From an optimization exercise on the open Yosys and OpenROAD flow, aimed at small area and a short achievable clock period; shortcuts taken in it are not production practice. At most, simulation tests tie the RTL to the original design; equivalence was not proved. No functional check of the RTL was part of runs 2 and 5 to 9. Power is estimated from default activity; no workload was simulated.

`design/flow/design.v`:
```
module add_bk #(parameter N = 16) (
    input  [N-1:0] a,
    input  [N-1:0] b,
    input          ci,
    output [N-1:0] s
);
    localparam L = (N <= 2) ? 1 : (N <= 4) ? 2 : (N <= 8) ? 3 : (N <= 16) ? 4 : (N <= 32) ? 5 : 6;
    wire [N-1:0] p0 = a ^ b;
    wire [N-1:0] g0 = a & b;
    wire [N*2*L-1:0] G;
    wire [N*2*L-1:0] P;
    assign G[N-1:0] = {g0[N-1:1], g0[0] | (p0[0] & ci)};
    assign P[N-1:0] = p0;
    genvar l, i;
    generate
        for (l = 0; l < L; l = l + 1) begin : up
            for (i = 0; i < N; i = i + 1) begin : bt
                if (((i + 1) % (2 << l)) == 0) begin : node
                    assign G[(l+1)*N+i] = G[l*N+i] | (P[l*N+i] & G[l*N+i-(1<<l)]);
                    assign P[(l+1)*N+i] = P[l*N+i] & P[l*N+i-(1<<l)];
                end else begin : pass
                    assign G[(l+1)*N+i] = G[l*N+i];
                    assign P[(l+1)*N+i] = P[l*N+i];
                end
            end
        end
        for (l = L - 2; l >= 0; l = l - 1) begin : down
            for (i = 0; i < N; i = i + 1) begin : bt
                if (((i + 1) % (2 << l)) == (1 << l) && i >= (2 << l)) begin : node
                    assign G[(2*L-1-l)*N+i] = G[(2*L-2-l)*N+i] | (P[(2*L-2-l)*N+i] & G[(2*L-2-l)*N+i-(1<<l)]);
                    assign P[(2*L-1-l)*N+i] = P[(2*L-2-l)*N+i] & P[(2*L-2-l)*N+i-(1<<l)];
                end else begin : pass
                    assign G[(2*L-1-l)*N+i] = G[(2*L-2-l)*N+i];
                    assign P[(2*L-1-l)*N+i] = P[(2*L-2-l)*N+i];
                end
            end
        end
    endgenerate
    wire [N-1:0] gf = G[(2*L-1)*N +: N];
    assign s = p0 ^ {gf[N-2:0], ci};
endmodule
module add_sk #(parameter N = 16) (
    input  [N-1:0] a,
    input  [N-1:0] b,
    input          ci,
    output [N-1:0] s
);
    localparam L = (N <= 2) ? 1 : (N <= 4) ? 2 : (N <= 8) ? 3 : (N <= 16) ? 4 : (N <= 32) ? 5 : 6;
    wire [N-1:0] p0 = a ^ b;
    wire [N-1:0] g0 = a & b;
    wire [N*(L+1)-1:0] G;
    wire [N*(L+1)-1:0] P;
    assign G[N-1:0] = {g0[N-1:1], g0[0] | (p0[0] & ci)};
    assign P[N-1:0] = p0;
    genvar l, i;
    generate
        for (l = 0; l < L; l = l + 1) begin : lv
            for (i = 0; i < N; i = i + 1) begin : bt
                if ((i >> l) % 2 == 1) begin : node
                    assign G[(l+1)*N+i] = G[l*N+i] | (P[l*N+i] & G[l*N+((i>>l)<<l)-1]);
                    assign P[(l+1)*N+i] = P[l*N+i] & P[l*N+((i>>l)<<l)-1];
                end else begin : pass
                    assign G[(l+1)*N+i] = G[l*N+i];
                    assign P[(l+1)*N+i] = P[l*N+i];
                end
            end
        end
    endgenerate
    wire [N-1:0] gf = G[L*N +: N];
    assign s = p0 ^ {gf[N-2:0], ci};
endmodule
module add_rc #(parameter N = 16) (
    input  [N-1:0] a,
    input  [N-1:0] b,
    input          ci,
    output [N-1:0] s
);
    wire [N:0] c;
    assign c[0] = ci;
    genvar i;
    generate
        for (i = 0; i < N; i = i + 1) begin : bt
            assign c[i+1] = (a[i] & b[i]) | (c[i] & (a[i] ^ b[i]));
        end
    endgenerate
    assign s = a ^ b ^ c[N-1:0];
endmodule
module cordic (
    input clk,
    input rst_n,
    input start,
    input [15:0] angle,
    output reg [15:0] cos,
    output reg [15:0] sin
);
    reg [16:0] r;
    reg [3:0] cnt;
    wire d = ~r[16];
    wire idle = cnt[3] & cnt[2] & cnt[1];
    reg [14:0] e;
    always @(*) begin
        case (cnt)
            4'd0:  e = 15'h6487;
            4'd1:  e = 15'h3B58;
            4'd2:  e = 15'h1F5B;
            4'd3:  e = 15'h0FEA;
            4'd4:  e = 15'h07FD;
            4'd5:  e = 15'h03FF;
            4'd6:  e = 15'h01FF;
            4'd7:  e = 15'h00FF;
            4'd8:  e = 15'h007F;
            4'd9:  e = 15'h003F;
            4'd10: e = 15'h001F;
            4'd11: e = 15'h000F;
            4'd12: e = 15'h0007;
            4'd13: e = 15'h0003;
            default: e = 15'h0000;
        endcase
    end
    wire [15:0] tc_sh = sin >> cnt;
    wire [15:0] ts_sh = cos >> cnt;
    wire [15:0] tc = {tc_sh[15:2], tc_sh[1:0] & {2{~idle}}};
    wire [15:0] ts = {ts_sh[15:2], ts_sh[1:0] & {2{~idle}}};
    wire [15:0] new_cos;
    wire [15:0] new_sin;
    wire [16:0] new_r;
    add_bk #(16) i_add_c (.a(cos), .b(tc ^ {16{d}}), .ci(d), .s(new_cos));
    add_bk #(16) i_add_s (.a(sin), .b(ts ^ {16{~d}}), .ci(~d), .s(new_sin));
    add_bk #(17) i_add_r (.a(r), .b({2'b00, e} ^ {17{d}}), .ci(d), .s(new_r));
    wire lo = (cnt == 4'd0) && (r[15:0] < 16'd2516);
    always @(posedge clk) begin
        if (start) begin
            cos <= 16'h4DBA;
            sin <= 16'h0000;
            r <= {1'b0, angle};
        end else begin
            cos <= new_cos;
            sin <= new_sin;
            r <= {new_r[16], new_r[15] & ~lo, new_r[14:0]};
        end
    end
    always @(posedge clk or negedge rst_n) begin
        if (!rst_n)
            cnt <= 4'hF;
        else if (start)
            cnt <= 4'h0;
        else if (cnt != 4'hF)
            cnt <= cnt + 4'h1;
    end
endmodule
```
`design/flow/flow/run.sh`:
```
#!/bin/bash
# Standard layout, with repair_timing aiming for extra setup slack so that the
# achieved period, not just the 16 ns clock, is optimised, and plain buffers
# (instead of delay cells) on the ports.
set -euo pipefail
bash standard.sh SETUP_SLACK_MARGIN=11.8 'BUFFER_PORTS_ARGS=-buffer_cell sky130_fd_sc_hd__buf_2' finish > standard_flow.log 2>&1
```
`design/flow/standard.sh`:
```
#!/bin/bash
# synth_recipe.tcl (not shown) runs the flow's synth.tcl, then flattens the netlist and writes it again
# the make line also repeats each setting of config.mk as NAME=value (left out here)
make -C /OpenROAD-flow-scripts/flow DESIGN_CONFIG=/design/flow/config.mk WORK_HOME=/design/flow/orfs CLKGATE_MAP_FILE= SYNTH_SCRIPT=/design/flow/synth_recipe.tcl "${@:-finish}"
```
`design/flow/config.mk`:
```
export PLATFORM = sky130hd
export DESIGN_NAME = cordic
export DESIGN_NICKNAME = cordic
export VERILOG_FILES = /design/flow/design.v
export SDC_FILE = /design/flow/constraint.sdc
export NUM_CORES = 4
export LEC_CHECK = 0
export ABC_AREA = 0
export CAP_MARGIN = 20
export CORE_MARGIN = 2
export CORE_UTILIZATION = 40
export SLEW_MARGIN = 20
```
`design/flow/constraint.sdc`:
```
create_clock -name core_clock -period 16.0 [get_ports {clk}]
set_input_delay 3.2000 -clock core_clock [delete_from_list [all_inputs] [get_ports {clk}]]
set_output_delay 3.2000 -clock core_clock [all_outputs]
set_load 0.01 [all_outputs]
```
==> results of run 1 <==
Yosys cell counts, types with 3 or more instances:
cell type / number / area (um2)
buf_4: 4 / 30.0
nand3b_1: 5 / 37.5
dfstp_2: 4 / 105
nand3_1: 10 / 50.1
inv_1: 33 / 124
a31o_2: 4 / 35.0
buf_1: 6 / 22.5
dfxtp_1: 49 / 981
mux2i_1: 34 / 340
ha_1: 43 / 538
o22ai_1: 9 / 56.3
xor2_1: 13 / 114
nand2b_1: 13 / 81.3
buf_6: 3 / 33.8
nor2_1: 55 / 206
o21ai_0: 38 / 190
xnor2_1: 63 / 552
nand2_1: 60 / 225
a21oi_1: 30 / 150
buf_2: 11 / 55.1
fa_1: 24 / 480
a2bb2oi_1: 3 / 26.3
a211oi_1: 3 / 22.5
nor2b_1: 12 / 75.1
mux4_2: 11 / 248
a221oi_1: 6 / 52.6
and2_1: 5 / 31.3
mux4_1: 4 / 105
o211ai_1: 7 / 52.6
nor3_1: 12 / 60.1
clkbuf_1: 10 / 37.5
mux2_2: 9 / 101
cells by family after synthesis:
logic type / share of synthesized area, %
flip-flops: 19.8
AO/OA/AOI/OAI: 13.2
buffers and inverters: 6.46
multiplexers: 15.0
XOR/XNOR: 12.1
AND/OR/NAND/NOR: 14.8
adder cells (fa/ha/maj): 18.6
power by group:
group / internal (W) / total, W / leakage (nW) / switching [W]
clock network: 0.0000784 / 0.000132 / 0.0841 / 0.0000535
registers: 0.000202 / 0.000290 / 0.455 / 0.0000885
logic: 0.000537 / 0.00113 / 2.16 / 0.000594
timing repair:
item | 4_1_cts | 5_1_grt
endpoints found under the setup margin | 42 | 18
gates cloned | 3 | 0
buffers inserted | 13 | 8
pin swaps | 5 | 16
endpoints found under the hold margin | 0 | 0
gates resized for setup | 39 | 30
layout make-up:
cell class	instances	area, um2	area share, %
multi-input combinational	499	4230	65.6
sequential	53	1110	17.3
timing repair buffer	77	573	8.89
tap	176	220	3.42
clock buffer	7	143	2.21
inverter	36	140	2.17
clock inverter	1	30.0	0.466
path summary, 6_finish.rpt:
path	depth (start not counted)	to	startpoint	slack (ns)
max in group asynchronous	1	cnt[3]	rst_n	13.10
hold / removal	2	r[15]	r[11]	0.51
setup / recovery	17	sin[15]	cnt[0]	11.71
min in group asynchronous	1	cnt[0]	rst_n	2.86
setup reg to reg	17	sin[15]	cnt[0]	11.71
hold reg to reg	2	r[15]	r[11]	0.51
sequential cells by signal, indices dropped and copies added (netlist names):
name,cells
cos,16
cnt,4
r,17
sin,16
placed cells by master (no fill, tap or decap), types with 16 or more instances in the layout:
cell type / synthesis / final
buf_2: 11 / 49
mux2i_1: 34 / 28
fa_1: 24 / 21
a21oi_1: 30 / 30
dfxtp_2: 0 / 16
inv_1: 33 / 32
xnor2_1: 63 / 60
o21ai_0: 38 / 32
nor2_1: 55 / 52
dfxtp_1: 49 / 33
nand2_1: 60 / 60
ha_1: 43 / 43
buf_4: 4 / 18
metal layers:
metal  vias up  part of all wire, %  global-route usage, %
li1       2267                    -                      -
met1      2333                   45                   30.8
met2       219                   47                   36.7
met3        31                  6.6                   3.38
met4         0                  2.0                   6.32
met5         -                    0                      0
per-stage QoR:
step | area (um2) | hold slack [ns] | util [%] | total power [W] | instances
6_report | 6440 | 0.512 | 48.5 | 0.00155 | 849
4_1_cts | 6280 | 0.501 | 47.2 | 0.00152 | 841
2_1_floorplan | 5480 | 0.447 | - | 0.00108 | 624
5_1_grt | 6440 | 0.532 | 48.5 | 0.00173 | 849
3_3_place_gp | 5760 | 0.485 | 43.3 | 0.00130 | 817
3_5_place_dp | 5760 | 0.486 | 43.3 | 0.00133 | 817
worst max-delay path: stages (launching register included):
cell and delay, ns:
dfstp_2 0.62, bufbuf_16 0.31, mux2_2 0.37, mux2i_2 0.20
a2bb2oi_2 0.23, a21oi_1 0.14, xnor2_2 0.18, ha_1 0.31
nor2b_2 0.16, o211ai_1 0.25, a31o_2 0.26, nor3_4 0.05
o41ai_2 0.34, fa_1 0.25, xnor2_1 0.13, xnor2_1 0.15
xnor2_1 0.13, nor2_1 0.05
==> flow_summary.ini, run 1 <==
[outcome]
status = no timing/DRC/antenna violations

[clock_tree]
clkTransAtPathRegs_ns = 0.08
cts_buffer_depth = 2
ctsRootBufferMaster = clkbuf_16
htree_num_levels = 2
clock_latency_ns = 0.31
cts_sinks = 53
cts_tree = done
hold_buffers = 0
cts_inserted_buffers = 5

[global_route]
grt_first_pass_wirelength_um = 25800
grt_pass1_vias = 4796
grt_usage_pct = 22.5
overflow = 0
grt_max_degree = 67
antenna_found_initial = 0

[floorplan]
core_um2 = 13300
rows = 42
dieArea_um2 = 14700
die_w_um = 121
ios = 51
initial_core_util_pct = 41.2
die_h_um = 121

[final_layout]
area_growth_pct = 17.6
nFillCells = 1282
n_antenna_cell = 0
drive_gt1_share_pct = 24.5
fin_nets = 758

[timing]
fin_tns_setup_ns = 0
finalSetupViolCount = 0
worst_slack_ns = 11.71
finalCriticalPeriod_ns = 4.29
finalHoldViolCount = 0
skew_ns = 0.00893
rsz0062_at_grt = yes
worstMarginPinSlew_ns = 0.758
final.period_utilization_pct = 26.8
fmax_ghz = 0.233
report.final.slew_viol_count = 0
max-slew-margin-rel_pct = 49.4

[setup_path]
worstSetupStartpointType = register
end_kind = register
worstPathRequired_ns = 16.18
worstPathMaxFanout = 6
critPathKind = register to register
arrival_ns = 4.47

[yosys]
synth.ff_latch_count = 53
synth_cell_types = 53
synthesis.area_um2 = 5480
ys.flop_type = dfxtp_1
synth_area_per_cell_um2 = 8.78
synth_cells = 624
synth-edff-count = 0
async_flop_share_pct = 7.55
yosysSeqAreaShare_pct = 19.8
synth_nets = 710
synth_warnings = 1

[power_and_ir_drop]
leakage_nw = 2.70
power.density_nw_per_um2 = 241
irDropWorstVdd_v = 0.000120

[placed_design]
place_ws_ns = 10.97
gp_congestion = 0.954
place_hpwl_um = 10800
port_buffers = 50

[route]
dr_total_vias = 4850
vias_per_cell = 5.71
drc = 0
wl_per_cell_um = 18.9
firstDrtPassIters = 5
drt_iter0_drc = 472
drt_wl_total_um = 16100
ant_nets = 0

[run]
maxCapViolations = 0

[hold_path]
hp-class = register to register
==> run 2, diff against run 1 <==
--- a/design/flow/design.v
+++ b/design/flow/design.v
@@ -99,2 +99,3 @@
     wire idle = cnt[3] & cnt[2] & cnt[1];
+    wire first = (cnt == 4'd0);
     reg [14:0] e;
@@ -129,8 +130,7 @@
     add_bk #(17) i_add_r (.a(r), .b({2'b00, e} ^ {17{d}}), .ci(d), .s(new_r));
-    wire lo = (cnt == 4'd0) && (r[15:0] < 16'd2516);
+    wire lo = first && (r[15:0] < 16'd2516);
     always @(posedge clk) begin
-        if (start) begin
+        if (first) begin
             cos <= 16'h4DBA;
-            sin <= 16'h0000;
-            r <= {1'b0, angle};
+            sin <= 16'h4DBA;
         end else begin
@@ -138,4 +138,9 @@
             sin <= new_sin;
+        end
+    end
+    always @(posedge clk) begin
+        if (start)
+            r <= {1'b0, angle};
+        else
             r <= {new_r[16], new_r[15] & ~lo, new_r[14:0]};
-        end
     end
--- a/design/flow/config.mk
+++ b/design/flow/config.mk
@@ -7,3 +7,3 @@
 export LEC_CHECK = 0
-export ABC_AREA = 0
+export ABC_AREA = 1
 export CAP_MARGIN = 20
==> flow_summary.ini, run 2 <==
[outcome]
status = no timing/DRC/antenna violations

[route]
ant_nets = 0
drt_wl_total_um = 13800
vias_per_cell = 5.00
drt_iter0_drc = 284
dr_total_vias = 4927
drc = 0
wl_per_cell_um = 14.0
firstDrtPassIters = 5

[yosys]
synth.most_common_cell = nand2_1
synth_cell_types = 47
synth_area_leaders = dfxtp_1, nand2_1, ha_1, fa_1, nand3_1
synth_cells = 773
synth.ff_latch_count = 53
synth_area_leader_cell = dfxtp_1
async_flop_share_pct = 7.55
synth_nets = 859
synth_warnings = 1
synth_top_area_share_pct = 17.7
synth_common_cells = nand2_1, nand3_1, inv_1
yosysSeqAreaShare_pct = 19.6
synthesis.area_um2 = 5540
synth_area_per_cell_um2 = 7.17
ys.flop_type = dfxtp_1
synth-edff-count = 0

[floorplan]
initial_core_util_pct = 41.3
rows = 42
die_h_um = 122
ios = 51
core_um2 = 13400
die_w_um = 122
dieArea_um2 = 14800

[timing]
fmax_ghz = 0.241
report.final.slew_viol_count = 0
rsz0062_at_grt = no
finalHoldViolCount = 0
worst_slack_ns = 11.85
finalSetupViolCount = 0
worstMarginPinSlew_ns = 0.675
max-slew-margin-rel_pct = 55.0
fin_tns_setup_ns = 0
skew_ns = 0.00777
whs_ns = 0.484
finalCriticalPeriod_ns = 4.15
final.period_utilization_pct = 25.9

[placed_design]
port_buffers = 50
place_ws_ns = 11.61
placedCellCount = 969
place_hpwl_um = 10500
gp_congestion = 0.934

[clock_tree]
clkTransAtPathRegs_ns = 0.07
clock_latency_ns = 0.31
cts_buffer_depth = 2
cts_inserted_buffers = 5
ctsRootBufferMaster = clkbuf_16
hold_buffers = 0
cts_tree = done
htree_num_levels = 2
cts_sinks = 53

[setup_path]
end_kind = output port
crit_family = flip-flops
reg2regPathDepth = 21
critical-path-max-stage-delay_ns = 0.46
worstSetupPathDepth = 1
worst_path_max_delay_cell = dfxtp_1
arrival_ns = 0.95
worstPathRequired_ns = 12.80
path_buf_inv = 1
cp_cell_sequence = buf_2
critPathKind = register to output port
worstSetupStartpointType = register
worstPathMaxFanout = 5

[global_route]
overflow = 0
grt_first_pass_wirelength_um = 23000
grt_pass1_vias = 4584
antenna_found_initial = 0
grt_usage_pct = 19.7
grt_max_degree = 38

[final_layout]
regMostFlops = r
final_common_cell = nand2_1
largest_register_ffs = 17
final_cell_mix = nand2_1, nand3_1, inv_1
nFillCells = 1432
area_growth_pct = 8.52
n_antenna_cell = 0
drive_gt1_share_pct = 18.2
largestRegisters = r (17), cos (16), sin (16)
ff_latch_area_um2 = 1110
multiInputGateArea_um2 = 3870
fin_nets = 894
stdcell_count = 985

[run]
maxCapViolations = 0

[power_and_ir_drop]
leakage_nw = 3.05
power.density_nw_per_um2 = 226
irDropWorstVdd_v = 0.000126

[hold_path]
hp-class = register to register
holdPathStages = 2
[run 2: power by group]
part	switching [W]	total (W)	leakage (nW)	internal (W)
Sequential	0.0000668	0.000265	0.455	0.000198
Clock	0.0000537	0.000117	0.0775	0.0000633
Combinational	0.000564	0.000978	2.52	0.000415
[run 2: stage by stage]
step	power, W	util [%]	cell area [um2]
finish	0.00136	44.9	6010
global route	0.00155	44.9	6010
CTS	0.00138	44.2	5920
floorplan	0.00104	-	5540
global placement	0.00124	43.0	5760
detailed placement	0.00125	43.0	5760
[run 2: kinds of logic (layout without fill, tap and decap cells)]
| logic type | Yosys count | count (layout) | share of synthesized area (%) |
|---|---|---|---|
| XOR/XNOR | 52 | 52 | 8.76 |
| flip-flops | 53 | 53 | 19.6 |
| AO/OA/AOI/OAI | 88 | 88 | 9.60 |
| buffers and inverters | 114 | 150 | 10.6 |
| AND/OR/NAND/NOR | 399 | 399 | 33.1 |
| adder cells (fa/ha/maj) | 67 | 67 | 18.4 |
[run 2: final timing paths]
check                        from       to  slack, ns
max                        cos[6]   cos[6]      11.85
min                          r[0]     r[0]       0.48
max reg2reg                cnt[2]  sin[15]      12.15
min reg2reg                  r[0]     r[0]       0.48
max in group asynchronous   rst_n   cnt[1]      13.10
min in group asynchronous   rst_n   cnt[2]       2.88
[run 2: routing by layer]
layer / vias up / share of wire, % / global-route usage [%]
met1: 2247 / 48 / 26.8
met2: 113 / 46 / 32.2
met5: - / 0 / 0
met4: 0 / 2.2 / 6.47
met3: 18 / 4.1 / 2.57
li1: 2549 / - / -
[run 2: cell type report]
class | instances | share of cell area (%)
well taps | 176 | 3.66
clock inverters | 2 | 0.291
clock buffers | 6 | 2.31
multi-input cells | 606 | 64.4
flip-flops and latches | 53 | 18.4
repair buffers | 59 | 5.41
inverters | 83 | 5.54
[run 2: repair_timing]
action,4_1_cts,5_1_grt
pin swaps,0,1
gates resized for setup,3,10
cloned,0,0
setup buffers,0,8
endpoints found under the setup margin,7,17
==> run 3, diff against run 2 <==
--- a/design/flow/design.v
+++ b/design/flow/design.v
@@ -99,3 +99,2 @@
     wire idle = cnt[3] & cnt[2] & cnt[1];
-    wire first = (cnt == 4'd0);
     reg [14:0] e;
@@ -130,7 +129,8 @@
     add_bk #(17) i_add_r (.a(r), .b({2'b00, e} ^ {17{d}}), .ci(d), .s(new_r));
-    wire lo = first && (r[15:0] < 16'd2516);
+    wire lo = (cnt == 4'd0) && (r[15:0] < 16'd2516);
     always @(posedge clk) begin
-        if (first) begin
+        if (start) begin
             cos <= 16'h4DBA;
-            sin <= 16'h4DBA;
+            sin <= 16'h0000;
+            r <= {1'b0, angle};
         end else begin
@@ -138,9 +138,4 @@
             sin <= new_sin;
+            r <= {new_r[16], new_r[15] & ~lo, new_r[14:0]};
         end
-    end
-    always @(posedge clk) begin
-        if (start)
-            r <= {1'b0, angle};
-        else
-            r <= {new_r[16], new_r[15] & ~lo, new_r[14:0]};
     end
--- a/design/flow/flow/run.sh
+++ b/design/flow/flow/run.sh
@@ -5,2 +5,2 @@
 set -euo pipefail
-bash standard.sh SETUP_SLACK_MARGIN=11.8 'BUFFER_PORTS_ARGS=-buffer_cell sky130_fd_sc_hd__buf_2' finish > standard_flow.log 2>&1
+bash standard.sh SETUP_SLACK_MARGIN=11.9 'BUFFER_PORTS_ARGS=-buffer_cell sky130_fd_sc_hd__buf_2' finish > standard_flow.log 2>&1
==> flow_summary.ini, run 3 <==
[timing]
finalCriticalPeriod_ns = 4.08
skew_ns = 0.00858
report.final.slew_viol_count = 0
final.period_utilization_pct = 25.5
fmax_ghz = 0.245
finalSetupViolCount = 0
rsz0062_at_grt = yes
worstMarginPinSlew_ns = 0.472
max-slew-margin-rel_pct = 68.2
fin_tns_setup_ns = 0
finalHoldViolCount = 0

[outcome]
status = no timing/DRC/antenna violations

[placed_design]
place_hpwl_um = 10700
port_buffers = 50
placedCellCount = 971
gp_congestion = 0.907

[route]
dr_total_vias = 5069
vias_per_cell = 5.14
drc = 0
wl_per_cell_um = 14.7
firstDrtPassIters = 5
drt_wl_total_um = 14500
drt_iter0_drc = 315
ant_nets = 0

[global_route]
grtUsageMet3_pct = 2.75
busiest_layer = met2
grt.met2_usage_pct = 36.9
grt_first_pass_wirelength_um = 24100
grt_max_degree = 55
antenna_found_initial = 0
grtUsageMet1_pct = 27.0
grt_usage_pct = 21.1
grt_pass1_vias = 4968
overflow = 0

[setup_path]
cp_cell_sequence = buf_2
critPathKind = register to output port
cp-startpoint = cos[8]
worstPathMaxFanout = 5
arrival_ns = 0.88
end_kind = output port
r2r_start = cnt[0]
worst_path_max_delay_cell = dfxtp_2
worstPathRequired_ns = 12.80
crit_family = flip-flops
critical-path-max-stage-delay_ns = 0.41
worstSetupStartpointType = register
path_buf_inv = 1

[final_layout]
stdcell_count = 987
largest_register_ffs = 17
drive_gt1_share_pct = 13.3
final_cell_mix = nand2_1, nand3_1, inv_1
fin_nets = 900
regMostFlops = r
largestRegisters = r (17), cos (16), sin (16)
final_common_cell = nand2_1
area_growth_pct = 10.5
n_antenna_cell = 0

[yosys]
synth-edff-count = 0
async_flop_share_pct = 7.55
synth_warnings = 1
synth.most_common_cell = nand2_1
synthesis.area_um2 = 5260
yosysSeqAreaShare_pct = 20.6
synth_nets = 867
synth_area_leaders = dfxtp_1, nand2_1, ha_1, fa_1, nand3_1
synth_cells = 781
synth_common_cells = nand2_1, nand3_1, inv_1
ys.flop_type = dfxtp_1
synth.ff_latch_count = 53
synth_area_per_cell_um2 = 6.74
synth_top_area_share_pct = 18.6
synth_area_leader_cell = dfxtp_1
synth_cell_types = 38

[floorplan]
initial_core_util_pct = 41.4
ios = 51
rows = 41
die_h_um = 119
die_w_um = 119
core_um2 = 12700
dieArea_um2 = 14100

[clock_tree]
cts_tree = done
htree_num_levels = 2
hold_buffers = 0
cts_buffer_depth = 2
clkTransAtPathRegs_ns = 0.07
cts_inserted_buffers = 5
ctsRootBufferMaster = clkbuf_16
cts_sinks = 53
clock_latency_ns = 0.31

[power_and_ir_drop]
leakage_nw = 3.00
power.density_nw_per_um2 = 223
irDropWorstVdd_v = 0.000101

[hold_path]
min_from = sin[0]
hp-class = register to register

[run]
maxCapViolations = 0
==> run 3: cell families after synthesis <==
| group | share of synthesized area (%) |
|---|---|
| buf+inv | 10.6 |
| simple gates | 31.1 |
| xor+xnor | 7.99 |
| compound gates | 10.3 |
| fa+ha+maj | 19.3 |
| flops | 20.6 |
==> run 3: through the flow <==
| step | setup WS, ns | utilization, % | area [um2] | hold slack, ns | total power, W |
|---|---|---|---|---|---|
| global route | 11.84 | 45.7 | 5820 | 0.530 | 0.00147 |
| detailed placement | 10.69 | 43.4 | 5520 | 0.482 | 0.00117 |
| global placement | 10.80 | 43.4 | 5520 | 0.465 | 0.00115 |
| finish | 11.92 | 45.7 | 5820 | 0.498 | 0.00129 |
| floorplan | 11.92 | - | 5260 | 0.454 | 0.000963 |
| CTS | 11.90 | 44.8 | 5700 | 0.498 | 0.00130 |
==> run 3: power by group <==
group | switching, W | internal (W) | total, W
sequential | 0.0000611 | 0.000199 | 0.000261
clock | 0.0000542 | 0.0000578 | 0.000112
combinational | 0.000541 | 0.000381 | 0.000922
==> run 3: worst paths after layout <==
path	to	cells past startpoint	slack (ns)
hold / removal	sin[0]	2	0.50
setup reg to reg	cos[15]	22	12.18
max in group asynchronous	cnt[3]	1	13.11
setup / recovery	cos[8]	1	11.92
hold reg to reg	sin[0]	2	0.50
min in group asynchronous	cnt[0]	1	2.87
==> run 3: per-layer routing <==
layer	vias up	wire length, um
met5	-	0
met4	0	284
met3	22	568
met2	116	7110
met1	2364	6560
li1	2567	-
==> run 3: repair_timing <==
item	in CTS	in global routing
resized for setup	20	20
buffers inserted	0	8
setup endpoints to repair	38	18
hold endpoints to repair	0	0
==> run 3: cell type report <==
| cell class | instances | area [um2] |
|---|---|---|
| Clock buffer | 6 | 129 |
| Clock inverter | 2 | 10.0 |
| Fill cell | 1393 | 6900 |
| Inverter | 88 | 347 |
| Multi-Input combinational cell | 606 | 3660 |
| Sequential cell | 53 | 1120 |
| Tap cell | 172 | 215 |
| Timing Repair Buffer | 60 | 339 |
==> run 4, diff against run 3 <==
--- a/design/flow/flow/run.sh
+++ b/design/flow/flow/run.sh
@@ -5,2 +5,2 @@
 set -euo pipefail
-bash standard.sh SETUP_SLACK_MARGIN=11.9 'BUFFER_PORTS_ARGS=-buffer_cell sky130_fd_sc_hd__buf_2' finish > standard_flow.log 2>&1
+bash standard.sh SETUP_SLACK_MARGIN=11.7 'BUFFER_PORTS_ARGS=-buffer_cell sky130_fd_sc_hd__buf_2' finish > standard_flow.log 2>&1
==> flow_summary.ini, run 4 <==
[route]
top_layer = met4
ant_nets = 0
wl_met3_um = 589
wl_per_cell_um = 14.6
drt_iter0_drc = 238
wl_met2_um = 7050
drc = 0
dr_total_vias = 5021
wl_met1_um = 6420
vias_per_cell = 5.12
firstDrtPassIters = 5
drt_wl_total_um = 14300

[setup_path]
path_buf_inv = 1
worstPathRequired_ns = 12.80
worst_path_max_delay_cell = dfxtp_1
crit_family = flip-flops
end_kind = output port
r2r_end = cos[15]
r2r_start = cnt[0]
reg2regPathDepth = 23
critPathKind = register to output port
arrival_ns = 0.99
worstPathMaxFanout = 5
reg2reg_slack_ns = 12.08
critical-path-max-stage-delay_ns = 0.48
worstSetupStartpointType = register
cp_cell_sequence = buf_2

[timing]
finalCriticalPeriod_ns = 4.19
skew_ns = 0.00839
fin_tns_setup_ns = 0
final.period_utilization_pct = 26.2
report.final.slew_viol_count = 0
finalHoldViolCount = 0
finalSetupViolCount = 0
worstMarginPinSlew_ns = 0.566
rsz0062_at_grt = no
fmax_ghz = 0.239
max-slew-margin-rel_pct = 62.2

[power_and_ir_drop]
power.density_nw_per_um2 = 225
pwr-share-seq_pct = 20.1
clock_power_share_pct = 8.7
irDropWorstVdd_v = 0.000101
p_int_w = 0.000630
leakage_nw = 2.95
total_power_w = 0.00128
p_comb_share_pct = 71.1
swShare_pct = 50.9
netSwitchingPower_w = 0.000653

[final_layout]
drive_gt1_share_pct = 10.0
final_cell_mix = nand2_1, nand3_1, inv_1
regMostFlops = r
largest_register_ffs = 17
largestRegisters = r (17), cos (16), sin (16)
n_antenna_cell = 0
area_growth_pct = 8.56
final_common_cell = nand2_1
post-route-util_pct = 44.9
fin_nets = 893

[clock_tree]
clock_latency_ns = 0.31
cts_sinks = 53
cts_buffer_depth = 2
htree_num_levels = 2
clkTransAtPathRegs_ns = 0.07
cts_inserted_buffers = 5
ctsRootBufferMaster = clkbuf_16
cts_tree = done

[global_route]
grt_usage_pct = 21.1
grt_max_degree = 55
overflow = 0
grt_first_pass_wirelength_um = 24100
grt_pass1_vias = 4974
antenna_found_initial = 0

[placed_design]
port_buffers = 50
place_hpwl_um = 10700
gp_congestion = 0.907

[yosys]
synth_warnings = 1
synth_area_leaders = dfxtp_1, nand2_1, ha_1, fa_1, nand3_1
synth_nets = 867
synthesis.area_um2 = 5260
synth_cells = 781
synth.most_common_cell = nand2_1
synth_top_area_share_pct = 18.6
async_flop_share_pct = 7.55
synth_area_per_cell_um2 = 6.74
yosysSeqAreaShare_pct = 20.6
synth_area_leader_cell = dfxtp_1
ys.flop_type = dfxtp_1
synth-edff-count = 0
synth.ff_latch_count = 53
synth_common_cells = nand2_1, nand3_1, inv_1
synth_cell_types = 38

[run]
maxCapViolations = 0

[floorplan]
initial_core_util_pct = 41.4
ios = 51
core_um2 = 12700
rows = 41
dieArea_um2 = 14100
die_h_um = 119
die_w_um = 119

[hold_path]
hp-class = register to register
holdPathStages = 2
holdPathEnd = r[0]
min_from = r[0]

[outcome]
status = no timing/DRC/antenna violations
## run 4: how the worst max path moves through the flow
stage	start	to	slack (ns)	cells after the start
after detailed placement	start	cnt[3]	10.69	4
after CTS	cnt[0]	cos[15]	11.74	23
final	cos[8]	cos[8]	11.81	1
after global routing	cnt[1]	r[14]	11.71	19
after global placement	start	cnt[3]	10.80	4
after floorplan	start	r[10]	11.92	5
## run 4: layout make-up
cell class / instances / area (um2)
clock inverter: 2 / 10.0
timing repair buffer: 53 / 283
fill: 1399 / 7010
sequential: 53 / 1100
multi-input combinational: 606 / 3630
tap: 172 / 215
clock buffer: 6 / 129
inverter: 88 / 344
## run 4: timing repair
item / in CTS / in global routing
setup buffers: 0 / 1
hold buffers: 0 / 0
gates cloned: 0 / 0
resized for setup: 3 / 12
endpoints found under the setup margin: 17 / 12
## run 4: metal layers
| layer | GRT usage [%] | vias to the layer above |
|---|---|---|
| li1 | - | 2548 |
| met2 | 36.9 | 116 |
| met5 | 0 | - |
| met4 | 6.25 | 0 |
| met1 | 27.1 | 2335 |
| met3 | 2.70 | 22 |
## run 4: per-stage QoR
| stage | cell area (um2) | hold WS (ns) | setup WS (ns) | cells |
|---|---|---|---|---|
| finish | 5710 | 0.494 | 11.81 | 980 |
| global route | 5710 | 0.530 | 11.71 | 980 |
| CTS | 5670 | 0.498 | 11.74 | 979 |
| detailed placement | 5520 | 0.482 | 10.69 | 971 |
| global placement | 5520 | 0.465 | 10.80 | 971 |
| floorplan | 5260 | 0.454 | 11.92 | 781 |
## run 4: kinds of logic after synthesis
group           synth area share, %
buf+inv                        10.6
flops                          20.6
simple gates                   31.1
xor+xnor                       7.99
fa+ha+maj                      19.3
compound gates                 10.3
## run 4: power by group through the flow
stage / combinational [W] / sequential, W / clock, W
2_1_floorplan: 0.000709 / 0.000255 / 0
3_3_place_gp: 0.000886 / 0.000260 / 0
3_5_place_dp: 0.000913 / 0.000262 / 0
4_1_cts: 0.000922 / 0.000260 / 0.000115
5_1_grt: 0.00107 / 0.000268 / 0.000121
6_report: 0.000913 / 0.000258 / 0.000112
## run 4: tightest hold or removal path, cell delays in order, from the launching register on
cell	delay (ns)
dfxtp_1	0.31
nand2_1	0.06
a31oi_1	0.08
==> run 5, diff against run 4 <==
--- a/design/flow/design.v
+++ b/design/flow/design.v
@@ -128,3 +128,3 @@
     add_bk #(16) i_add_s (.a(sin), .b(ts ^ {16{~d}}), .ci(~d), .s(new_sin));
-    add_bk #(17) i_add_r (.a(r), .b({2'b00, e} ^ {17{d}}), .ci(d), .s(new_r));
+    add_sk #(17) i_add_r (.a(r), .b({2'b00, e} ^ {17{d}}), .ci(d), .s(new_r));
     wire lo = (cnt == 4'd0) && (r[15:0] < 16'd2516);
--- a/design/flow/flow/run.sh
+++ b/design/flow/flow/run.sh
@@ -5,2 +5,2 @@
 set -euo pipefail
-bash standard.sh SETUP_SLACK_MARGIN=11.7 'BUFFER_PORTS_ARGS=-buffer_cell sky130_fd_sc_hd__buf_2' finish > standard_flow.log 2>&1
+bash standard.sh SETUP_SLACK_MARGIN=11.8 'BUFFER_PORTS_ARGS=-buffer_cell sky130_fd_sc_hd__buf_2' finish > standard_flow.log 2>&1
==> flow_summary.ini, run 5 <==
[setup_path]
end_kind = output port
crit_family = flip-flops
worstSetupStartpointType = register
arrival_ns = 0.94
path_buf_inv = 1
worst_path_max_delay_cell = dfxtp_1
critPathKind = register to output port
worstPathRequired_ns = 12.80
critical-path-max-stage-delay_ns = 0.45
worstPathMaxFanout = 4
cp_cell_sequence = buf_2

[route]
drc = 0
drt_iter0_drc = 317
firstDrtPassIters = 5
vias_per_cell = 5.03
ant_nets = 0
drt_wl_total_um = 14500
dr_total_vias = 5120
wl_per_cell_um = 14.2

[final_layout]
regMostFlops = r
largest_register_ffs = 17
final_common_cell = nand2_1
nFillCells = 1419
final_cell_mix = nand2_1, nand3_1, inv_1
n_antenna_cell = 0
post-route-util_pct = 45.4
fin_nets = 923
drive_gt1_share_pct = 15.2
multiInputGateArea_um2 = 3720
ff_latch_area_um2 = 1110
stdcell_count = 1018
largestRegisters = r (17), cos (16), sin (16)
area_growth_pct = 11.5

[timing]
whs_ns = 0.481
rsz0062_at_grt = no
worstMarginPinSlew_ns = 0.625
report.final.slew_viol_count = 0
max-slew-margin-rel_pct = 58.3
final.period_utilization_pct = 25.9
finalSetupViolCount = 0
fmax_ghz = 0.242
finalHoldViolCount = 0
skew_ns = 0.00882
fin_tns_setup_ns = 0
finalCriticalPeriod_ns = 4.14

[yosys]
synth_area_per_cell_um2 = 6.71
synth_top_area_share_pct = 18.3
synth_cells = 800
synth_cell_types = 52
synth_area_leaders = dfxtp_1, nand2_1, ha_1, nand3_1, fa_1
synth-edff-count = 0
synth_warnings = 1
synth_common_cells = nand2_1, inv_1, nand3_1
yosysSeqAreaShare_pct = 20.2
synth_nets = 882
synth.ff_latch_count = 53
synth.most_common_cell = nand2_1
synthesis.area_um2 = 5370
ys.flop_type = dfxtp_1
async_flop_share_pct = 7.55
synth_area_leader_cell = dfxtp_1

[global_route]
antenna_found_initial = 0
grt.met2_usage_pct = 32.2
overflow = 0
grt_max_degree = 53
grt_pass1_vias = 4665
grtUsageMet3_pct = 3.47
grt_usage_pct = 20.3
grt_first_pass_wirelength_um = 23400
busiest_layer = met2
grtUsageMet1_pct = 29.1

[clock_tree]
hold_buffers = 0
ctsRootBufferMaster = clkbuf_16
cts_inserted_buffers = 5
cts_tree = done
cts_sinks = 53
htree_num_levels = 2
clkTransAtPathRegs_ns = 0.08
cts_buffer_depth = 2
clock_latency_ns = 0.31

[floorplan]
ios = 51
die_h_um = 120
dieArea_um2 = 14400
rows = 42
core_um2 = 13200
initial_core_util_pct = 40.7
die_w_um = 120

[power_and_ir_drop]
power.density_nw_per_um2 = 220
irDropWorstVdd_v = 0.0000866
leakage_nw = 3.11
total_power_w = 0.00132

[placed_design]
placedCellCount = 995
place_hpwl_um = 10200
gp_congestion = 0.914
port_buffers = 50

[outcome]
status = no timing/DRC/antenna violations

[run]
maxCapViolations = 0

[hold_path]
hp-class = register to register
run 5: area by class of cell:
class                      count  share of cell area (%)
multi-input combinational    618                    62.1
sequential                    53                    18.5
timing repair buffer          66                    6.69
inverter                      96                    6.35
tap                          176                    3.68
clock buffer                   5                    2.09
clock inverter                 3                   0.418
timing repair inverter         1                   0.125
run 5: layer usage:
layer / vias up / share of wire [%] / routed length, um
met5: - / 0 / 0
met4: 0 / 1.8 / 264
met3: 23 / 6.0 / 870
met2: 152 / 44 / 6330
met1: 2302 / 48 / 6990
li1: 2643 / - / -
run 5: worst reg2reg max path, cell delays in order, from the launching register on:
cell and delay (ns):
dfstp_4 0.79, clkinvlp_4 0.24, buf_4 0.21, nand3_1 0.08, nand2_1 0.12, nand2_1 0.09
nand2_1 0.08, nand3_1 0.12, nand2_1 0.11, fa_1 0.37, inv_1 0.10, nand3_1 0.07
nand3_1 0.13, nand4_1 0.09, nand3_1 0.14, nand2_1 0.07, nand2_1 0.10, a21boi_0 0.13
fa_1 0.39, xor2_1 0.16, o21ai_1 0.14, a21oi_1 0.05
run 5: cells by family after synthesis:
family / after synthesis / synth area share (%)
flops: 53 / 20.2
simple gates: 410 / 32.8
fa+ha+maj: 63 / 17.5
xor+xnor: 47 / 7.95
mux: 1 / 0.186
buf+inv: 129 / 10.7
compound gates: 97 / 10.7
run 5: timing repair:
| action | CTS | global route |
|---|---|---|
| pin swaps | 0 | 1 |
| hold endpoints to repair | 0 | 0 |
| endpoints found under the setup margin | 20 | 12 |
| resized for setup | 7 | 12 |
| cloned | 1 | 0 |
| setup buffers | 0 | 14 |
run 5: final timing paths:
path	start	end	slack, ns	depth (start not counted)
setup / recovery	cos[14]	cos[14]	11.86	1
hold / removal	r[0]	r[0]	0.48	2
setup reg to reg	cnt[2]	cos[15]	12.11	21
hold reg to reg	r[0]	r[0]	0.48	2
max in group asynchronous	rst_n	cnt[0]	13.10	1
min in group asynchronous	rst_n	cnt[3]	2.88	1
run 5: metrics by stage:
| stage | cell area (um2) | setup WS (ns) |
|---|---|---|
| after floorplan | 5370 | 11.89 |
| after global placement | 5650 | 11.28 |
| after detailed placement | 5650 | 11.26 |
| after CTS | 5830 | 11.82 |
| after global routing | 5990 | 11.81 |
| final | 5990 | 11.86 |
run 5: where the power goes:
| part | switching, W | internal, W | leakage (nW) | total, W |
|---|---|---|---|---|
| combinational | 0.000557 | 0.000387 | 2.58 | 0.000944 |
| clock | 0.0000567 | 0.0000591 | 0.0704 | 0.000116 |
| sequential | 0.0000604 | 0.000196 | 0.455 | 0.000257 |
| total | 0.000674 | 0.000642 | 3.11 | 0.00132 |
==> run 6, diff against run 5 <==
--- a/design/flow/design.v
+++ b/design/flow/design.v
@@ -128,3 +128,3 @@
     add_bk #(16) i_add_s (.a(sin), .b(ts ^ {16{~d}}), .ci(~d), .s(new_sin));
-    add_sk #(17) i_add_r (.a(r), .b({2'b00, e} ^ {17{d}}), .ci(d), .s(new_r));
+    assign new_r = r + ({2'b00, e} ^ {17{d}}) + {16'd0, d};
     wire lo = (cnt == 4'd0) && (r[15:0] < 16'd2516);
==> flow_summary.ini, run 6 <==
[final_layout]
fin_area_um2 = 6140
largest_register_ffs = 17
stdcell_count = 997
final_cell_mix = nand2_1, inv_1, o21ai_0, buf_2
area_growth_pct = 13.9
fin_nets = 900
nFillCells = 1414
final_common_cell = nand2_1
regMostFlops = r
multiInputGateArea_um2 = 3850
ff_latch_area_um2 = 1100
drive_gt1_share_pct = 17.5
n_antenna_cell = 0
largestRegisters = r (17), cos (16), sin (16)

[hold_path]
holdPathEnd = r[0]
min_from = r[0]
holdPathStages = 2
hp-class = register to register

[clock_tree]
clkTransAtPathRegs_ns = 0.07
clock_latency_ns = 0.30
cts_sinks = 53
cts_inserted_buffers = 5
cts_buffer_depth = 2
cts_tree = done
htree_num_levels = 2
ctsRootBufferMaster = clkbuf_16

[power_and_ir_drop]
swShare_pct = 51.1
pwr-share-seq_pct = 17.7
total_power_w = 0.00144
p_comb_share_pct = 74.1
power.density_nw_per_um2 = 235
p_int_w = 0.000704
clock_power_share_pct = 8.2
irDropWorstVdd_v = 0.0000963
leakage_nw = 3.00
netSwitchingPower_w = 0.000736

[placed_design]
placedCellCount = 969
place_hpwl_um = 10800
gp_congestion = 0.892
post_dp_cell_area_um2 = 5660
port_buffers = 50

[timing]
worstMarginPinSlew_ns = 0.524
fin_tns_setup_ns = 0
max-slew-margin-rel_pct = 64.9
rsz0062_at_grt = yes
finalHoldViolCount = 0
report.final.slew_viol_count = 0
whs_ns = 0.480
finalCriticalPeriod_ns = 4.14
skew_ns = 0.00449
final.period_utilization_pct = 25.8
finalSetupViolCount = 0
fmax_ghz = 0.242

[route]
drt_iter0_drc = 342
drc = 0
ant_nets = 0
drt_wl_total_um = 14800
wl_per_cell_um = 14.9
firstDrtPassIters = 5
vias_per_cell = 5.15
dr_total_vias = 5137

[setup_path]
path_buf_inv = 1
worst_path_max_delay_cell = dfxtp_1
crit_family = flip-flops
worstSetupStartpointType = register
cp_cell_sequence = buf_2
critPathKind = register to output port
end_kind = output port
worstPathRequired_ns = 12.80
arrival_ns = 0.94
reg2reg_slack_ns = 11.97
worstPathMaxFanout = 5
r2r_end = cos[15]
reg2regPathDepth = 24
worstSetupPathDepth = 1
r2r_start = cnt[0]
critical-path-max-stage-delay_ns = 0.46

[floorplan]
core_um2 = 13200
dieArea_um2 = 14400
rows = 42
initial_core_util_pct = 40.9
ios = 51
die_w_um = 120
die_h_um = 120

[yosys]
synth.most_common_cell = nand2_1
synth_area_leader_cell = dfxtp_1
async_flop_share_pct = 7.55
synth-edff-count = 0
synth_warnings = 1
synth_area_per_cell_um2 = 6.98
synth_common_cells = nand2_1, inv_1, o21ai_0
yosysSeqAreaShare_pct = 20.1
synth_nets = 852
ys.flop_type = dfxtp_1
synth_cells = 772
synthesis.area_um2 = 5390
synth_top_area_share_pct = 18.2
synth.ff_latch_count = 53
synth_area_leaders = dfxtp_1, nand2_1, ha_1, xor2_1, fa_1
synth_cell_types = 51

[run]
maxCapViolations = 0

[outcome]
status = no timing/DRC/antenna violations

[global_route]
grt_usage_pct = 20.7
antenna_found_initial = 0
grt_first_pass_wirelength_um = 23800
grt_max_degree = 48
overflow = 0
grt_pass1_vias = 4762
==> run 6: final cells by class <==
| class | count | area share [%] |
|---|---|---|
| timing repair buffer | 70 | 7.50 |
| tap | 176 | 3.59 |
| sequential | 53 | 18.0 |
| timing repair inverter | 2 | 0.204 |
| inverter | 83 | 5.44 |
| multi-input combinational | 605 | 62.7 |
| clock inverter | 1 | 0.0815 |
| clock buffer | 7 | 2.49 |
==> run 6: through the flow <==
step	setup slack (ns)	util, %
final	11.86	46.5
after global routing	11.77	46.5
after CTS	11.78	44.7
after detailed placement	10.78	42.9
after global placement	10.81	42.9
after floorplan	11.96	-
==> run 6: worst max path at each step <==
stage | from | endpoint | slack [ns]
after floorplan | start | r[12] | 11.96
after global placement | start | cnt[3] | 10.81
final | sin[15] | sin[15] | 11.86
after detailed placement | start | cnt[3] | 10.78
after global routing | cnt[0] | cos[15] | 11.77
after CTS | cnt[0] | cos[15] | 11.78
==> run 6: worst reg2reg max path, stage by stage (launching register included) <==
cell     delay [ns]
dfstp_4        0.71
buf_12         0.13
buf_4          0.10
nand2_1        0.05
o21ai_2        0.10
mux2i_1        0.12
inv_1          0.14
nand2_1        0.08
o21ai_2        0.11
nand2_2        0.10
nand2_2        0.09
o21ai_1        0.07
fa_1           0.37
inv_1          0.10
a31o_2         0.18
inv_1          0.08
o21ai_4        0.17
nand2_1        0.08
nand2_2        0.10
a31oi_1        0.12
fa_2           0.37
xnor2_2        0.14
xor2_1         0.16
o21ai_0        0.18
a21oi_1        0.06
==> run 6: timing repair <==
action / 4_1_cts / 5_1_grt
buffers inserted: 4 / 13
endpoints found under the hold margin: 0 / 0
gates resized for setup: 12 / 36
cloned: 2 / 1
setup endpoints to repair: 36 / 4
pin swaps: 0 / 2
hold buffers: 0 / 0
==> run 6: power groups by stage <==
stage	registers [W]	clock network [W]	logic [W]
4_1_cts	0.000255	0.000123	0.00103
6_report	0.000254	0.000118	0.00107
3_3_place_gp	0.000259	0	0.00101
5_1_grt	0.000263	0.000128	0.00122
2_1_floorplan	0.000251	0	0.000794
3_5_place_dp	0.000259	0	0.00102
==> run 6: routing by layer <==
layer / GRT usage (%) / share of wire (%) / up-vias
met5: 0 / 0 / -
met4: 7.43 / 2.8 / 0
met3: 2.38 / 3.8 / 30
met2: 35.3 / 48 / 127
met1: 26.9 / 45 / 2364
li1: - / - / 2616
==> run 6: cell families after synthesis <==
logic type | count (synthesis) | share of synthesized area [%]
XOR/XNOR | 55 | 9.07
flip-flops | 53 | 20.1
buffers and inverters | 114 | 9.93
AND/OR/NAND/NOR | 333 | 26.6
adder cells (fa/ha/maj) | 61 | 16.5
multiplexers | 4 | 0.975
AO/OA/AOI/OAI | 152 | 16.7
==> run 7, diff against run 6 <==
--- a/design/flow/design.v
+++ b/design/flow/design.v
@@ -6,3 +6,3 @@
 );
-    localparam L = (N <= 2) ? 1 : (N <= 4) ? 2 : (N <= 8) ? 3 : (N <= 16) ? 4 : (N <= 32) ? 5 : 6;
+    localparam L = $clog2(N);
     wire [N-1:0] p0 = a ^ b;
@@ -47,3 +47,3 @@
 );
-    localparam L = (N <= 2) ? 1 : (N <= 4) ? 2 : (N <= 8) ? 3 : (N <= 16) ? 4 : (N <= 32) ? 5 : 6;
+    localparam L = $clog2(N);
     wire [N-1:0] p0 = a ^ b;
@@ -126,5 +126,5 @@
     wire [16:0] new_r;
-    add_bk #(16) i_add_c (.a(cos), .b(tc ^ {16{d}}), .ci(d), .s(new_cos));
-    add_bk #(16) i_add_s (.a(sin), .b(ts ^ {16{~d}}), .ci(~d), .s(new_sin));
-    assign new_r = r + ({2'b00, e} ^ {17{d}}) + {16'd0, d};
+    add_sk #(16) i_add_c (.a(cos), .b(tc ^ {16{d}}), .ci(d), .s(new_cos));
+    add_sk #(16) i_add_s (.a(sin), .b(ts ^ {16{~d}}), .ci(~d), .s(new_sin));
+    add_bk #(17) i_add_r (.a(r), .b({2'b00, e} ^ {17{d}}), .ci(d), .s(new_r));
     wire lo = (cnt == 4'd0) && (r[15:0] < 16'd2516);
==> flow_summary.ini, run 7 <==
[hold_path]
holdPathEnd = r[0]
hp-class = register to register
holdPathStages = 2
min_from = r[0]

[setup_path]
end_kind = output port
arrival_ns = 0.95
critPathKind = register to output port
r2r_end = sin[9]
worstSetupStartpointType = register
cp-startpoint = sin[7]
path_buf_inv = 1
worstPathMaxFanout = 4
worstPathRequired_ns = 12.80
worstSetupPathDepth = 1
crit_family = flip-flops
cp_cell_sequence = buf_2
reg2regPathDepth = 19
reg2reg_slack_ns = 12.09
critical-path-max-stage-delay_ns = 0.46
r2r_start = cnt[0]
worst_path_max_delay_cell = dfxtp_1

[timing]
fin_tns_setup_ns = 0
whs_ns = 0.484
finalSetupViolCount = 0
report.final.slew_viol_count = 0
worstMarginPinSlew_ns = 0.651
finalHoldViolCount = 0
fmax_ghz = 0.241
max-slew-margin-rel_pct = 56.5
skew_ns = 0.00907
finalCriticalPeriod_ns = 4.15
rsz0062_at_grt = no
final.period_utilization_pct = 25.9

[yosys]
synth_warnings = 1
ys.flop_type = dfxtp_1
synth.ff_latch_count = 53
synth-edff-count = 0
synth_area_per_cell_um2 = 6.38
synth_area_leader_cell = nand2_1
synth_cell_types = 44
synth_cells = 859
synthesis.area_um2 = 5480
synth_area_leaders = nand2_1, dfxtp_1, ha_1, nand3_1, fa_1
yosysSeqAreaShare_pct = 19.8
synth_common_cells = nand2_1, nand3_1, inv_1
synth_top_area_share_pct = 19.9
async_flop_share_pct = 7.55
synth.most_common_cell = nand2_1
synth_nets = 939

[global_route]
grt_max_degree = 42
grt_first_pass_wirelength_um = 24500
grt_usage_pct = 20.9
grt_pass1_vias = 4978
antenna_found_initial = 0
overflow = 0

[clock_tree]
clkTransAtPathRegs_ns = 0.07
clock_latency_ns = 0.31
htree_num_levels = 2
ctsRootBufferMaster = clkbuf_16
cts_inserted_buffers = 5
cts_tree = done
cts_sinks = 53
cts_buffer_depth = 2

[floorplan]
dieArea_um2 = 14700
initial_core_util_pct = 41.2
core_um2 = 13300
ios = 51
die_w_um = 121
die_h_um = 121
rows = 42

[route]
drt_iter0_drc = 328
vias_per_cell = 5.05
wl_per_cell_um = 14.0
firstDrtPassIters = 5
drt_wl_total_um = 15000
drc = 0
ant_nets = 0
dr_total_vias = 5388

[final_layout]
stdcell_count = 1067
largest_register_ffs = 17
n_antenna_cell = 0
final_common_cell = nand2_1
post-route-util_pct = 44.9
fin_area_um2 = 5970
nFillCells = 1483
area_growth_pct = 8.92
drive_gt1_share_pct = 11.4
largestRegisters = r (17), cos (16), sin (16)
final_cell_mix = nand2_1, nand3_1, inv_1
regMostFlops = r
fin_nets = 970

[placed_design]
gp_congestion = 0.897
post_dp_cell_area_um2 = 5760
port_buffers = 50
place_hpwl_um = 11300
placedCellCount = 1054

[power_and_ir_drop]
leakage_nw = 3.16
irDropWorstVdd_v = 0.0000907
power.density_nw_per_um2 = 227

[outcome]
status = no timing/DRC/antenna violations

[run]
maxCapViolations = 0
## run 7: area by class of cell
| cell class | count | area, um2 | share of cell area, % |
|---|---|---|---|
| clock inverters | 2 | 10.0 | 0.168 |
| repair buffers | 59 | 337 | 5.64 |
| flip-flops and latches | 53 | 1100 | 18.4 |
| multi-input cells | 683 | 3840 | 64.3 |
| clock buffers | 6 | 129 | 2.16 |
| inverters | 88 | 337 | 5.64 |
| well taps | 176 | 220 | 3.69 |
## run 7: through the flow
stage / setup slack (ns) / power (W)
floorplan: 12.08 / 0.00102
detailed placement: 11.26 / 0.00125
global placement: 10.99 / 0.00123
global route: 11.81 / 0.00154
finish: 11.85 / 0.00136
CTS: 11.83 / 0.00137
## run 7: cells by family (layout without fill, tap and decap cells)
logic type               Yosys count  in the layout  share of synthesized area, %
AND/OR/NAND/NOR                  482            482                          37.1
buffers and inverters            123            155                          10.3
AO/OA/AOI/OAI                    100            100                          10.3
adder cells (fa/ha/maj)           61             61                          16.1
flip-flops                        53             53                          19.8
XOR/XNOR                          40             40                          6.39
## run 7: routing by layer
| layer | vias up | share of wire, % | GRT usage, % | wire [um] |
|---|---|---|---|---|
| li1 | 2807 | - | - | - |
| met1 | 2387 | 47 | 28.4 | 7100 |
| met2 | 170 | 45 | 34.1 | 6730 |
| met3 | 24 | 5.7 | 3.24 | 850 |
| met4 | 0 | 2.0 | 6.47 | 303 |
| met5 | - | 0 | 0 | 0 |
## run 7: what timing repair did
item | 4_1_cts | 5_1_grt
endpoints found under the setup margin | 18 | 7
gates cloned | 0 | 0
buffers inserted | 1 | 4
gates resized for setup | 3 | 4
endpoints found under the hold margin | 0 | 0
hold buffers | 0 | 0
pin swaps | 0 | 1
## run 7: worst max-delay path by stage
| stage | endpoint | slack [ns] |
|---|---|---|
| floorplan | cos[9] | 12.08 |
| detailed placement | cnt[0] | 11.26 |
| global placement | cnt[0] | 10.99 |
| finish | sin[7] | 11.85 |
| global route | sin[7] | 11.81 |
| CTS | sin[7] | 11.83 |
## run 7: power by group
part	total [W]	switching, W	leakage [nW]	internal [W]
Sequential	0.000253	0.0000579	0.455	0.000195
Combinational	0.000994	0.000605	2.64	0.000389
Clock	0.000110	0.0000521	0.0706	0.0000577
## run 7: worst min-delay path, stage by stage (launching register included)
cell	delay, ns
dfxtp_1	0.31
nand2_1	0.06
a31oi_1	0.08
==> run 8, diff against run 7 <==
--- a/design/flow/design.v
+++ b/design/flow/design.v
@@ -6,3 +6,3 @@
 );
-    localparam L = $clog2(N);
+    localparam L = (N <= 2) ? 1 : (N <= 4) ? 2 : (N <= 8) ? 3 : (N <= 16) ? 4 : (N <= 32) ? 5 : 6;
     wire [N-1:0] p0 = a ^ b;
@@ -47,3 +47,3 @@
 );
-    localparam L = $clog2(N);
+    localparam L = (N <= 2) ? 1 : (N <= 4) ? 2 : (N <= 8) ? 3 : (N <= 16) ? 4 : (N <= 32) ? 5 : 6;
     wire [N-1:0] p0 = a ^ b;
@@ -126,4 +126,4 @@
     wire [16:0] new_r;
-    add_sk #(16) i_add_c (.a(cos), .b(tc ^ {16{d}}), .ci(d), .s(new_cos));
-    add_sk #(16) i_add_s (.a(sin), .b(ts ^ {16{~d}}), .ci(~d), .s(new_sin));
+    assign new_cos = cos + (tc ^ {16{d}}) + {15'd0, d};
+    assign new_sin = sin + (ts ^ {16{~d}}) + {15'd0, ~d};
     add_bk #(17) i_add_r (.a(r), .b({2'b00, e} ^ {17{d}}), .ci(d), .s(new_r));
==> flow_summary.ini, run 8 <==
[setup_path]
path_buf_inv = 1
end_kind = output port
arrival_ns = 0.87
worstPathMaxFanout = 4
worstSetupStartpointType = register
worst_path_max_delay_cell = dfxtp_1
worstPathRequired_ns = 12.80
cp_cell_sequence = buf_2
crit_family = flip-flops
critical-path-max-stage-delay_ns = 0.41
reg2reg_slack_ns = 12.08
critPathKind = register to output port

[timing]
worst_slack_ns = 11.93
rsz0062_at_grt = no
max-slew-margin-rel_pct = 51.7
fin_tns_setup_ns = 0
fmax_ghz = 0.246
finalSetupViolCount = 0
final.period_utilization_pct = 25.5
worstMarginPinSlew_ns = 0.723
finalCriticalPeriod_ns = 4.07
skew_ns = 0.00439
whs_ns = 0.490
report.final.slew_viol_count = 0
finalHoldViolCount = 0

[global_route]
antenna_found_initial = 0
overflow = 0
grt_pass1_vias = 4829
grt_first_pass_wirelength_um = 23300
grt_max_degree = 40
grt_usage_pct = 20.3

[clock_tree]
ctsRootBufferMaster = clkbuf_16
cts_tree = done
cts_sinks = 53
cts_buffer_depth = 2
hold_buffers = 0
clock_latency_ns = 0.30
htree_num_levels = 2
cts_inserted_buffers = 5
clkTransAtPathRegs_ns = 0.07

[placed_design]
place_hpwl_um = 10600
gp_congestion = 0.869
port_buffers = 50
place_ws_ns = 11.40

[yosys]
ys.flop_type = dfxtp_1
synth_cells = 827
synth_common_cells = nand2_1, inv_1, nand3_1
yosysSeqAreaShare_pct = 20.5
synthesis.area_um2 = 5300
synth_area_leader_cell = dfxtp_1
async_flop_share_pct = 7.55
synth_area_per_cell_um2 = 6.41
synth_nets = 903
synth_warnings = 1
synth_area_leaders = dfxtp_1, nand2_1, ha_1, xor2_1, nand3_1
synth_cell_types = 44
synth-edff-count = 0
synth.most_common_cell = nand2_1
synth_top_area_share_pct = 18.5
synth.ff_latch_count = 53

[final_layout]
final_common_cell = nand2_1
drive_gt1_share_pct = 10.3
largestRegisters = r (17), cos (16), sin (16)
post-route-util_pct = 45.1
fin_nets = 935
area_growth_pct = 11.3
final_cell_mix = nand2_1, inv_1, nand3_1
regMostFlops = r
n_antenna_cell = 0
largest_register_ffs = 17

[floorplan]
rows = 42
die_h_um = 119
initial_core_util_pct = 40.5
core_um2 = 13100
ios = 51
die_w_um = 119
dieArea_um2 = 14200

[hold_path]
hp-class = register to register

[power_and_ir_drop]
total_power_w = 0.00148
clock_power_share_pct = 9.6
p_int_w = 0.000710
irDropWorstVdd_v = 0.0000940
netSwitchingPower_w = 0.000771
leakage_nw = 2.98
swShare_pct = 52.1
p_comb_share_pct = 73.3
power.density_nw_per_um2 = 251
pwr-share-seq_pct = 17.1

[route]
drt_wl_total_um = 14100
vias_per_cell = 5.07
drt_iter0_drc = 277
firstDrtPassIters = 5
dr_total_vias = 5253
wl_per_cell_um = 13.7
drc = 0
ant_nets = 0

[outcome]
status = no timing/DRC/antenna violations

[run]
maxCapViolations = 0
[run 8: cell count changes in the layout (fill, tap and decap cells not counted), moves of 9 or more]
cell,delta
nand3_1,-26
a21oi_1,+39
xor2_1,+10
o21ai_0,+24
nand2_1,-55
inv_1,-9
[run 8: path summary, 6_finish.rpt]
check | depth (start not counted) | endpoint | from
setup / recovery | 1 | cos[15] | cos[15]
hold / removal | 2 | r[0] | r[0]
setup reg to reg | 18 | r[14] | cnt[2]
hold reg to reg | 2 | r[0] | r[0]
max in group asynchronous | 1 | cnt[0] | rst_n
min in group asynchronous | 1 | cnt[2] | rst_n
[run 8: repair_timing]
action,4_1_cts,5_1_grt
setup endpoints to repair,6,9
endpoints found under the hold margin,0,0
resized for setup,3,12
buffers inserted,0,1
[run 8: cells by family (layout without fill, tap and decap cells)]
group / Yosys count / in the layout / synth area share [%]
flops: 53 / 53 / 20.5
compound gates: 171 / 171 / 17.8
xor+xnor: 51 / 51 / 8.42
simple gates: 384 / 384 / 30.0
fa+ha+maj: 57 / 57 / 14.9
mux: 1 / 1 / 0.189
buf+inv: 110 / 143 / 8.28
[run 8: worst reg2reg max path: cells and delay by family, from the launching register on]
kind | cells | cell delay (ns)
simple gates | 10 | 1.24
buf+inv | 3 | 0.44
fa+ha+maj | 2 | 0.63
flops | 1 | 0.84
compound gates | 3 | 0.68
[run 8: per-layer routing]
metal / global-route usage, % / up-vias / wire [um]
met5: 0 / - / 0
met4: 4.46 / 0 / 184
met3: 3.26 / 12 / 473
met2: 34.8 / 88 / 6680
met1: 26.8 / 2362 / 6810
li1: - / 2791 / -
[run 8: power by group through the flow]
stage | Clock, W | Sequential, W | Combinational (W)
global placement | 0 | 0.000259 | 0.00107
global route | 0.000152 | 0.000263 | 0.00125
floorplan | 0 | 0.000255 | 0.000837
finish | 0.000142 | 0.000253 | 0.00109
CTS | 0.000147 | 0.000256 | 0.00108
detailed placement | 0 | 0.000259 | 0.00107
[run 8: final cells by class]
cell class                 instances  area (um2)
fill                            1413        7180
multi-input combinational        664        3780
sequential                        53        1090
inverter                          80         313
timing repair buffer              55         307
tap                              176         220
clock buffer                       5         125
clock inverter                     3        65.1
[run 8: through the flow]
| stage | std cells | cell area [um2] |
|---|---|---|
| global route | 1036 | 5900 |
| finish | 1036 | 5900 |
| CTS | 1035 | 5870 |
| detailed placement | 1027 | 5670 |
| floorplan | 827 | 5300 |
| global placement | 1027 | 5670 |
==> run 9, diff against run 8 <==
--- a/design/flow/design.v
+++ b/design/flow/design.v
@@ -119,4 +119,10 @@
     end
-    wire [15:0] tc_sh = sin >> cnt;
-    wire [15:0] ts_sh = cos >> cnt;
+    wire [15:0] tc_8 = cnt[3] ? {8'd0, sin[15:8]} : sin;
+    wire [15:0] ts_8 = cnt[3] ? {8'd0, cos[15:8]} : cos;
+    wire [15:0] tc_4 = cnt[2] ? {4'd0, tc_8[15:4]} : tc_8;
+    wire [15:0] ts_4 = cnt[2] ? {4'd0, ts_8[15:4]} : ts_8;
+    wire [15:0] tc_2 = cnt[1] ? {2'd0, tc_4[15:2]} : tc_4;
+    wire [15:0] ts_2 = cnt[1] ? {2'd0, ts_4[15:2]} : ts_4;
+    wire [15:0] tc_sh = cnt[0] ? {1'd0, tc_2[15:1]} : tc_2;
+    wire [15:0] ts_sh = cnt[0] ? {1'd0, ts_2[15:1]} : ts_2;
     wire [15:0] tc = {tc_sh[15:2], tc_sh[1:0] & {2{~idle}}};
@@ -126,4 +132,4 @@
     wire [16:0] new_r;
-    assign new_cos = cos + (tc ^ {16{d}}) + {15'd0, d};
-    assign new_sin = sin + (ts ^ {16{~d}}) + {15'd0, ~d};
+    add_bk #(16) i_add_c (.a(cos), .b(tc ^ {16{d}}), .ci(d), .s(new_cos));
+    add_bk #(16) i_add_s (.a(sin), .b(ts ^ {16{~d}}), .ci(~d), .s(new_sin));
     add_bk #(17) i_add_r (.a(r), .b({2'b00, e} ^ {17{d}}), .ci(d), .s(new_r));
==> flow_summary.ini, run 9 <==
[setup_path]
worst_path_max_delay_cell = dfxtp_1
reg2regPathDepth = 23
worstPathRequired_ns = 12.80
crit_family = flip-flops
critical-path-max-stage-delay_ns = 0.46
reg2reg_slack_ns = 11.97
r2r_end = sin[15]
critPathKind = register to output port
r2r_start = cnt[3]
cp_cell_sequence = buf_2
worstPathMaxFanout = 4
arrival_ns = 0.97
end_kind = output port
path_buf_inv = 1
worstSetupStartpointType = register

[route]
drt_wl_total_um = 14900
vias_per_cell = 5.10
ant_nets = 0
wl_per_cell_um = 14.9
drt_iter0_drc = 393
dr_total_vias = 5096
drc = 0
firstDrtPassIters = 5

[yosys]
synth_area_leaders = dfxtp_1, nand2_1, ha_1, fa_1, nand3_1
synth_common_cells = nand2_1, nand3_1, inv_1
synthesis.area_um2 = 5530
async_flop_share_pct = 7.55
synth_cell_types = 46
yosysSeqAreaShare_pct = 19.6
synth.ff_latch_count = 53
synth_warnings = 1
synth_area_per_cell_um2 = 7.05
synth_top_area_share_pct = 17.7
synth_nets = 870
synth.most_common_cell = nand2_1
synth-edff-count = 0
synth_cells = 784
synth_area_leader_cell = dfxtp_1
ys.flop_type = dfxtp_1

[power_and_ir_drop]
irDropWorstVdd_v = 0.0000929
leakage_nw = 3.07
total_power_w = 0.00132
power.density_nw_per_um2 = 215

[timing]
finalSetupViolCount = 0
fmax_ghz = 0.240
report.final.slew_viol_count = 0
rsz0062_at_grt = yes
final.period_utilization_pct = 26.0
skew_ns = 0.00716
worstMarginPinSlew_ns = 0.832
finalCriticalPeriod_ns = 4.17
max-slew-margin-rel_pct = 44.5
finalHoldViolCount = 0
whs_ns = 0.486
fin_tns_setup_ns = 0

[clock_tree]
cts_tree = done
clock_latency_ns = 0.31
cts_sinks = 53
hold_buffers = 0
clkTransAtPathRegs_ns = 0.07
cts_inserted_buffers = 5
ctsRootBufferMaster = clkbuf_16
htree_num_levels = 2
cts_buffer_depth = 2

[global_route]
grt_pass1_vias = 4564
grt_first_pass_wirelength_um = 23800
antenna_found_initial = 0
overflow = 0
grt_max_degree = 55
grt_usage_pct = 20.5

[hold_path]
hp-class = register to register
holdPathStages = 2
min_from = r[0]
holdPathEnd = r[0]

[final_layout]
fin_nets = 908
regMostFlops = r
final_common_cell = nand2_1
n_antenna_cell = 0
drive_gt1_share_pct = 17.5
largest_register_ffs = 17
largestRegisters = r (17), cos (16), sin (16)
final_cell_mix = nand2_1, nand3_1, inv_1
area_growth_pct = 11.3
nFillCells = 1416

[floorplan]
initial_core_util_pct = 41.4
dieArea_um2 = 14800
die_h_um = 122
die_w_um = 122
rows = 42
ios = 51
core_um2 = 13300

[run]
maxCapViolations = 0

[placed_design]
port_buffers = 50
place_hpwl_um = 10600
gp_congestion = 0.919

[outcome]
status = no timing/DRC/antenna violations
## run 9: what timing repair did
action / CTS / global route
resized for setup: 14 / 12
cloned: 1 / 0
setup buffers: 4 / 12
setup endpoints to repair: 29 / 10
## run 9: worst max-delay path by stage
stage                        from  endpoint  slack (ns)  depth (start not counted)
after global placement      start    cnt[0]       10.49                          5
after detailed placement    start    cnt[0]       10.41                          5
after floorplan             start     r[10]       11.92                          5
after global routing       cnt[3]   sin[15]       11.61                         23
final                     sin[15]   sin[15]       11.83                          1
after CTS                  cnt[3]   sin[15]       11.80                         24
## run 9: per-layer routing
| metal | GRT usage (%) | share of wire, % | vias to the layer above | wire [um] |
|---|---|---|---|---|
| met2 | 31.7 | 45 | 177 | 6630 |
| met3 | 4.31 | 6.8 | 19 | 1010 |
| li1 | - | - | 2611 | - |
| met5 | 0 | 0 | - | 0 |
| met4 | 4.45 | 1.9 | 0 | 278 |
| met1 | 29.4 | 47 | 2289 | 6970 |
## run 9: through the flow
stage,worst slack (ns),area [um2],util [%],instances
2_1_floorplan,11.92,5530,-,784
3_3_place_gp,10.49,5760,43.2,974
3_5_place_dp,10.41,5760,43.2,974
4_1_cts,11.80,6000,45.0,987
5_1_grt,11.61,6160,46.1,999
6_report,11.83,6160,46.1,999
## run 9: final cells by class
type	instances	area (um2)	area share, %
multi-input cells	616	3910	63.6
flip-flops and latches	53	1110	18.0
repair buffers	68	419	6.81
inverters	77	319	5.18
well taps	176	220	3.58
clock buffers	6	129	2.09
clock inverters	2	38.8	0.630
repair inverters	1	7.51	0.122
## run 9: cell families after synthesis
family	count (synthesis)	synth area share, %
fa+ha+maj	67	18.4
mux	2	0.362
flops	53	19.6
xor+xnor	45	7.26
buf+inv	115	9.89
compound gates	107	12.0
simple gates	395	32.4
## run 9: power by group
group / total [W] / switching, W / internal [W]
clock network: 0.000130 / 0.0000551 / 0.0000744
registers: 0.000260 / 0.0000641 / 0.000196
logic: 0.000932 / 0.000542 / 0.000390
total: 0.00132 / 0.000661 / 0.000661

Re-timed with assumed drivers on the ports (clkbuf_16 on the clock, buf_2 on other inputs), run 9 has 11.794 ns of setup slack against 11.832 ns with ideal ports, and 11.739 ns once port delays also move by the mid clock arrival of 0.344 ns.
